What follows belongs to an exercise in optimizing a design on an open flow for small area; a production flow would make more cautious choices.
In this exercise RTL edits were held to simulation tests only and were not proved equivalent to the original.
Power figures rest on the tool's default switching activity, not on a simulated workload.

==> run.sh <==
#!/bin/bash
# synth_recipe.tcl (not shown) runs the flow's synth.tcl, then flattens the netlist and writes it again
# the make line also repeats each setting of config.mk as NAME=value (left out here)
make -C /OpenROAD-flow-scripts/flow DESIGN_CONFIG=/design/flow/config.mk WORK_HOME=/design/flow/orfs CLKGATE_MAP_FILE= SYNTH_SCRIPT=/design/flow/synth_recipe.tcl finish
==> config.mk <==
export PLATFORM = sky130hd
export DESIGN_NAME = bank
export DESIGN_NICKNAME = bank
export VERILOG_FILES = /design/flow/design.v
export SDC_FILE = /design/flow/constraint.sdc
export NUM_CORES = 4
export LEC_CHECK = 0
export CAP_MARGIN = 20
export CORE_MARGIN = 2
export CORE_UTILIZATION = 40
export PLACE_DENSITY = 0.6
export SLEW_MARGIN = 20
==> constraint.sdc <==
create_clock -name core_clock -period 14.0 [get_ports {clk}]
set_input_delay 2.8000 -clock core_clock [delete_from_list [all_inputs] [get_ports {clk}]]
set_output_delay 2.8000 -clock core_clock [all_outputs]
set_load 0.01 [all_outputs]
==> design.v <==
module pctrl(
   input             clk,
   input             nRst,
   input       [7:0] address,
   input             rx,
   output reg  [2:0] opcode
);
   parameter      OUT_DATA1      = 3'h0,
                  OUT_DATA2      = 3'h1,
                  OUT_RES        = 3'h2,
                  OUT_RES_ADD    = 3'h3,
                  LOAD_RES       = 3'h4,
                  MUL            = 3'h5,
                  MUL_ADD        = 3'h6,
                  NO_OP          = 3'h7;
   parameter      IDLE           = 3'h0,
                  FETCH          = 3'h1,
                  DECODE         = 3'h2,
                  EXECUTE        = 3'h3,
                  WAIT           = 3'h4;
   reg      [3:0]    state;
   reg      [7:0]    shifter;
   reg      [6:0]    count;
   always @(posedge clk or negedge nRst) begin
      if (!nRst) begin
         opcode   <= NO_OP; 
         state    <= IDLE;
         shifter  <= 0;
         count    <= 0;
       end else begin
         count <= count - 1'b1;
         case(state) 
            IDLE:       if(!rx) begin
                           count       <= 8;
                           state       <= FETCH;
                        end
            FETCH:      begin
                           shifter     <= {rx,shifter[7:1]}; 
                           if(count == 0)
                              if(shifter == address) begin
                                 count <= 7'd6;
                                 state <= DECODE;
                              end else begin 
                                 count <= 7'd50;
                                 state <= WAIT;
                              end
                        end
            DECODE:     begin
                           shifter     <= {rx,shifter[7:1]}; 
                           if(count == 0) begin
                              opcode   <= shifter[3:1];      
                              state    <= EXECUTE;
                              case(shifter[3:1])
                                 OUT_RES,
                                 OUT_RES_ADD:   count    <= 7'd127;
                                 default:       count    <= 7'd31;
                              endcase
                           end
                        end
            EXECUTE:    begin
                           if(opcode == MUL)       opcode <= NO_OP;
                           if(opcode == MUL_ADD)   opcode <= NO_OP;
                           if(count == 0) begin 
                              state <= IDLE;
                              opcode <= NO_OP;
                           end
                        end
            WAIT:       begin
                           count <= count - 1'b1;
                           if(count == 1) begin
                              state <= IDLE;
                              shifter <= 0;
                           end 
                        end
            default:    state <= IDLE;
          endcase
       end
   end
endmodule
module pdata(
   input             clk,
   input             nRst,
   input             rx,
   input    [2:0]    opcode,
   output            tx
);
   parameter      SIZE        = 32;
   parameter      OUT_DATA1   = 3'h0,
                  OUT_DATA2   = 3'h1,
                  OUT_RES     = 3'h2,
                  OUT_RES_ADD = 3'h3,
                  LOAD_RES    = 3'h4,
                  MUL         = 3'h5,
                  MUL_ADD     = 3'h6,
                  NO_OP       = 3'h7;
   reg   [SIZE-1:0]        data_1;
   reg   [SIZE-1:0]        data_2;
   reg   [(4*SIZE)-1:0]    acc;
   assign   tx = 
      (opcode == OUT_DATA1  )    ? data_1[0]:
      (opcode == OUT_DATA2  )    ? data_2[0]:
      (opcode == OUT_RES    )    ? acc[0]:
      (opcode == OUT_RES_ADD)    ? acc[0]:
                                 1'b0; 
   always @(posedge clk or negedge nRst) begin
      if (!nRst) begin
         data_1         <= 0;
         data_2         <= 0;  
         acc            <= 0;
      end else begin
         case(opcode)
            OUT_DATA1:  data_1      <= {rx,data_1[SIZE-1:1]};
            OUT_DATA2:  data_2      <= {rx,data_2[SIZE-1:1]};
            OUT_RES,
            OUT_RES_ADD:    acc     <= {1'b0,acc[(4*SIZE)-1:1]};  
            MUL:        acc         <= data_1*data_2;
            MUL_ADD:    acc         <= acc + (data_1*data_2);
         endcase
      end
   end
endmodule
module percept(
   input             clk,
   input             nRst,
   input [7:0]       address,
   input             rx,
   output            tx
);
   wire  [2:0] opcode;
   pctrl pctrl(
      .clk           (clk        ),
      .nRst          (nRst       ),
      .address       (address    ),
      .rx            (rx         ),
      .opcode        (opcode     )
   );
   pdata pdata(
      .clk           (clk        ),
      .nRst          (nRst       ),
      .rx            (rx         ),
      .opcode        (opcode     ),
      .tx            (tx         )
   );
endmodule
module bank(
   input             clk,
   input             nRst,
   input             rx,
   output            tx
);
   wire   [7:0] address [3:0];
   wire   [3:0] tx_i;
   genvar i;
   generate
      for (i=0; i <= 3; i=i+1)  begin: bank
         percept percept_inst (  
            .clk           (clk        ),
            .nRst          (nRst       ),
            .address       (address[i] ),
            .rx            (rx         ),
            .tx            (tx_i[i]    )
         );  
      end  
   endgenerate
   assign tx = |tx_i;
   assign address[0] = 0;
   assign address[1] = 1;
   assign address[2] = 2;
   assign address[3] = 4;
endmodule
==> impl_metrics.toml <==
[drt]
firstDrtPassIters = 7
routed_via_density = 5.52
ant_nets = 0
vias = 154920
drc = 0
drt_iter0_drc = 10772
wl_per_cell_um = 20.2
wl_um = 567000

[logic_synthesis]
syn_area_per_cell_um2 = 8.76
synthTopCellsByArea = "fa_1 (37%), dfrtp_1 (11%), ha_1 (8.6%)"
ys_seq_area_share_pct = 10.9
synth_top_area_cell = "fa_1"
syn-num-nets = 27360
syn_area_um2 = 196000
netlist_instances = 22413
ys_ff_latch = 852
synth-edff-count = 0
synth_flop_cell = "dfrtp_1"
async_reset_ff_share_pct = 100
yosys_warnings = 3
ys_types = 104
synth_top_area_share_pct = 36.6

[critical_path]
crit_slowest_cell = "nor3_1"
worstReg2RegStart = "bank[1].percept_inst.pdata.data_2[24]$_DFFE_PN0P_"
crit_cells = 36
end_kind = "flop"
cp.buffers_inverters = 5
r2r_end = "bank[1].percept_inst.pdata.acc[95]$_DFFE_PN0P_"
cpLargestDelayFamily = "adder cells"
cp-start-kind = "flop"
rr_worst_depth = 36
slowest_delay_ps = 740
worstSetupPathType = "reg -> reg"
critPathMaxFanout = 22
startpoint = "bank[1].percept_inst.pdata.data_2[24]$_DFFE_PN0P_"
critPathRequiredTime_ps = 14740
arrival_ps = 13480
crit_end = "bank[1].percept_inst.pdata.acc[95]$_DFFE_PN0P_"
critPathMostFrequentCell = "fa_1"
reg2reg_slack_ps = 1260

[sta]
setup_violations = 0
slew_viol_final = 0
skew_ps = 65.8
fmax_mhz = 78.5
period_share_pct = 91.0
setup_tns_ps = 0
slew_headroom_pct = 21.9
finalHoldViolations = 0
rsz0062_at_grt = "no"
worst_pin_slew_ps = 1170
finalCriticalPeriod_ps = 12740

[clocking]
clock-root-buffer = "clkbuf_16"
clk_pin_slew_worst_paths_ps = 60
ctsResizeCount = 0
cts_num_sinks = 852
cts_max_path_buffers = 4
cts_hold_buf = 0
post_cts_buffers = 0
cts_buffers = 137
clk_latency_ps = 890
cts_tree = "yes"
htree_levels = 4

[layout]
layout.area.seq_um2 = 21400
nNetsFinal = 26440
layout.cells.most_common_list = "fa_1 (3588), inv_1 (3534), nand2_1 (2855), and2_1 (2327), ha_1 (1356)"
final_common_cell = "fa_1"
finalCoreUtilization_pct = 42.2
area_growth_pct = 5.28
drive_gt1_share_pct = 4.73
multi_input_area_um2 = 156000
fill_cells = 48671

[pwr]
switching_share_pct = 44.8
p_leak_nw = 102
p_clk_share_pct = 32.7
power_density_nw_per_um2 = 54.9
p_sw_mw = 5.09
p_seq_share_pct = 31.5
vdd_ir_drop_max_mv = 0.0977
p_int_mw = 6.26
power_frac_comb_pct = 35.7

[floorplan]
io_pins = 4
start_util_pct = 40.1
num_rows = 257
die_h_um = 704
die-area_um2 = 496000
core_um2 = 489000
die_width_um = 704

[place]
gp_congestion = 0.910
dp_hpwl_um = 430000
port_buffers = 3

[global_routing]
grt_pass1_wl_um = 927000
grt_usage_pct = 23.0
grt_pass1_vias = 162419
antenna_found_initial = 4
grt_max_degree = 139
overflow = 0

[status]
outcome = "complete, no violations"

[min_path]
min_from = "bank[2].percept_inst.pctrl.shifter[0]$_DFFE_PN0P_"
min_path_type = "reg -> reg"

[flow_run]
drv_cap = 0
[Yosys cell counts, types with 218 or more instances]
cell type,number
dfrtp_1,840
nand3_1,319
nand2_1,2864
xnor2_1,303
nand4_1,243
a21oi_1,908
clkbuf_1,1368
nor2_1,730
xor2_1,218
and2_1,2329
a21o_1,354
fa_1,3588
ha_1,1356
mux2_2,268
nor3_1,241
inv_1,3534
o22ai_1,218
o21ai_0,609
[power by group through the flow]
| stage | sequential [mW] | combinational (mW) | clock (mW) |
|---|---|---|---|
| floorplan | 3.10 | 2.79 | 0 |
| global placement | 3.59 | 3.97 | 0 |
| finish | 3.58 | 4.06 | 3.72 |
| global route | 3.64 | 4.41 | 3.90 |
| detailed placement | 3.60 | 4.01 | 0 |
| CTS | 3.56 | 4.04 | 3.82 |
[worst min path at each step]
stage	endpoint	slack (ps)	cells past startpoint
floorplan	bank[0].percept_inst.pctrl.shifter[0]$_DFFE_PN0P_	450	2
global placement	bank[2].percept_inst.pctrl.shifter[0]$_DFFE_PN0P_	470	2
detailed placement	bank[1].percept_inst.pdata.acc[127]$_DFFE_PN0P_	480	1
CTS	bank[1].percept_inst.pdata.acc[127]$_DFFE_PN0P_	490	1
global route	bank[2].percept_inst.pctrl.count[6]$_DFF_PN0_	510	1
finish	bank[2].percept_inst.pctrl.shifter[0]$_DFFE_PN0P_	490	2
[metal layers]
layer / part of all wire, % / GRT usage (%) / vias up
li1: - / - / 69599
met1: 44 / 32.2 / 79992
met2: 48 / 38.5 / 4563
met3: 5.6 / 2.24 / 764
met4: 2.4 / 5.26 / 2
met5: 0.0021 / 0 / -
[worst min-delay path: stages (launching register included)]
cell     delay [ps]
dfrtp_1         350
nand2_1          50
o21ai_0          60
[registers in the layout (all words and copies together) (netlist names)]
name                             cells
bank.percept_inst.pctrl.state       12
bank.percept_inst.pctrl.opcode      12
bank.percept_inst.pctrl.shifter     32
bank.percept_inst.pdata.data_2     128
bank.percept_inst.pctrl.count       28
bank.percept_inst.pdata.acc        512
bank.percept_inst.pdata.data_1     128
[metrics by stage]
stage	power (mW)	instances	hold WS [ps]	instance area, um2	worst slack [ps]
after floorplan	5.89	22413	450	196000	3960
after global placement	7.56	27827	467	202000	936
after detailed placement	7.62	27828	483	202000	1110
after CTS	11.4	28073	494	207000	1040
after global routing	11.9	28075	514	207000	522
final	11.3	28077	489	207000	1260
[cell type report]
cell class,instances,share of cell area (%)
Antenna cell,3,0.00363
Inverter,3542,6.43
Sequential cell,852,10.4
Clock buffer,182,1.90
Multi-Input combinational cell,16612,75.7
Tap cell,6475,3.92
Timing Repair Buffer,348,1.30
Clock inverter,63,0.351
[kinds of logic (layout without fill, tap and decap cells)]
group,after synthesis,in the layout,share of synthesized area [%]
AND/OR/NAND/NOR,7357,7357,18.6
buffers and inverters,4949,4135,9.48
flip-flops,852,852,10.9
adder cells (fa/ha/maj),4949,4949,45.3
AO/OA/AOI/OAI,3414,3414,11.3
XOR/XNOR,521,521,2.33
multiplexers,371,371,2.06
other,0,3,0

[static timing again, ports no longer ideal]
The flow's constraints put no driver on any port. The routed layout listed below was extracted and timed again, unchanged, in two steps. Step 1: set_driving_cell puts a clkbuf_16 on clk and a buf_2 on each other input, an assumption about the parent block. Step 2 adds t to the input delays and takes it off the output delays; t is the mean of the earliest and latest rising clock arrival at the registers after step 1. Input paths then give back, and output paths get back, about the clock's delay inside the block. Slacks: ideal ports / drivers / drivers and shift; pairs: ideal ports / drivers.
t, ns: 0.992
setup slack, ns: 1.257 / 1.257 / 1.257
hold WS [ns]: 0.489 / 0.489 / 0.489
After both steps this run still meets setup and hold. For this run, drivers alone change the setup slack by 0.000 ns; drivers and shift together by 0.000 ns.
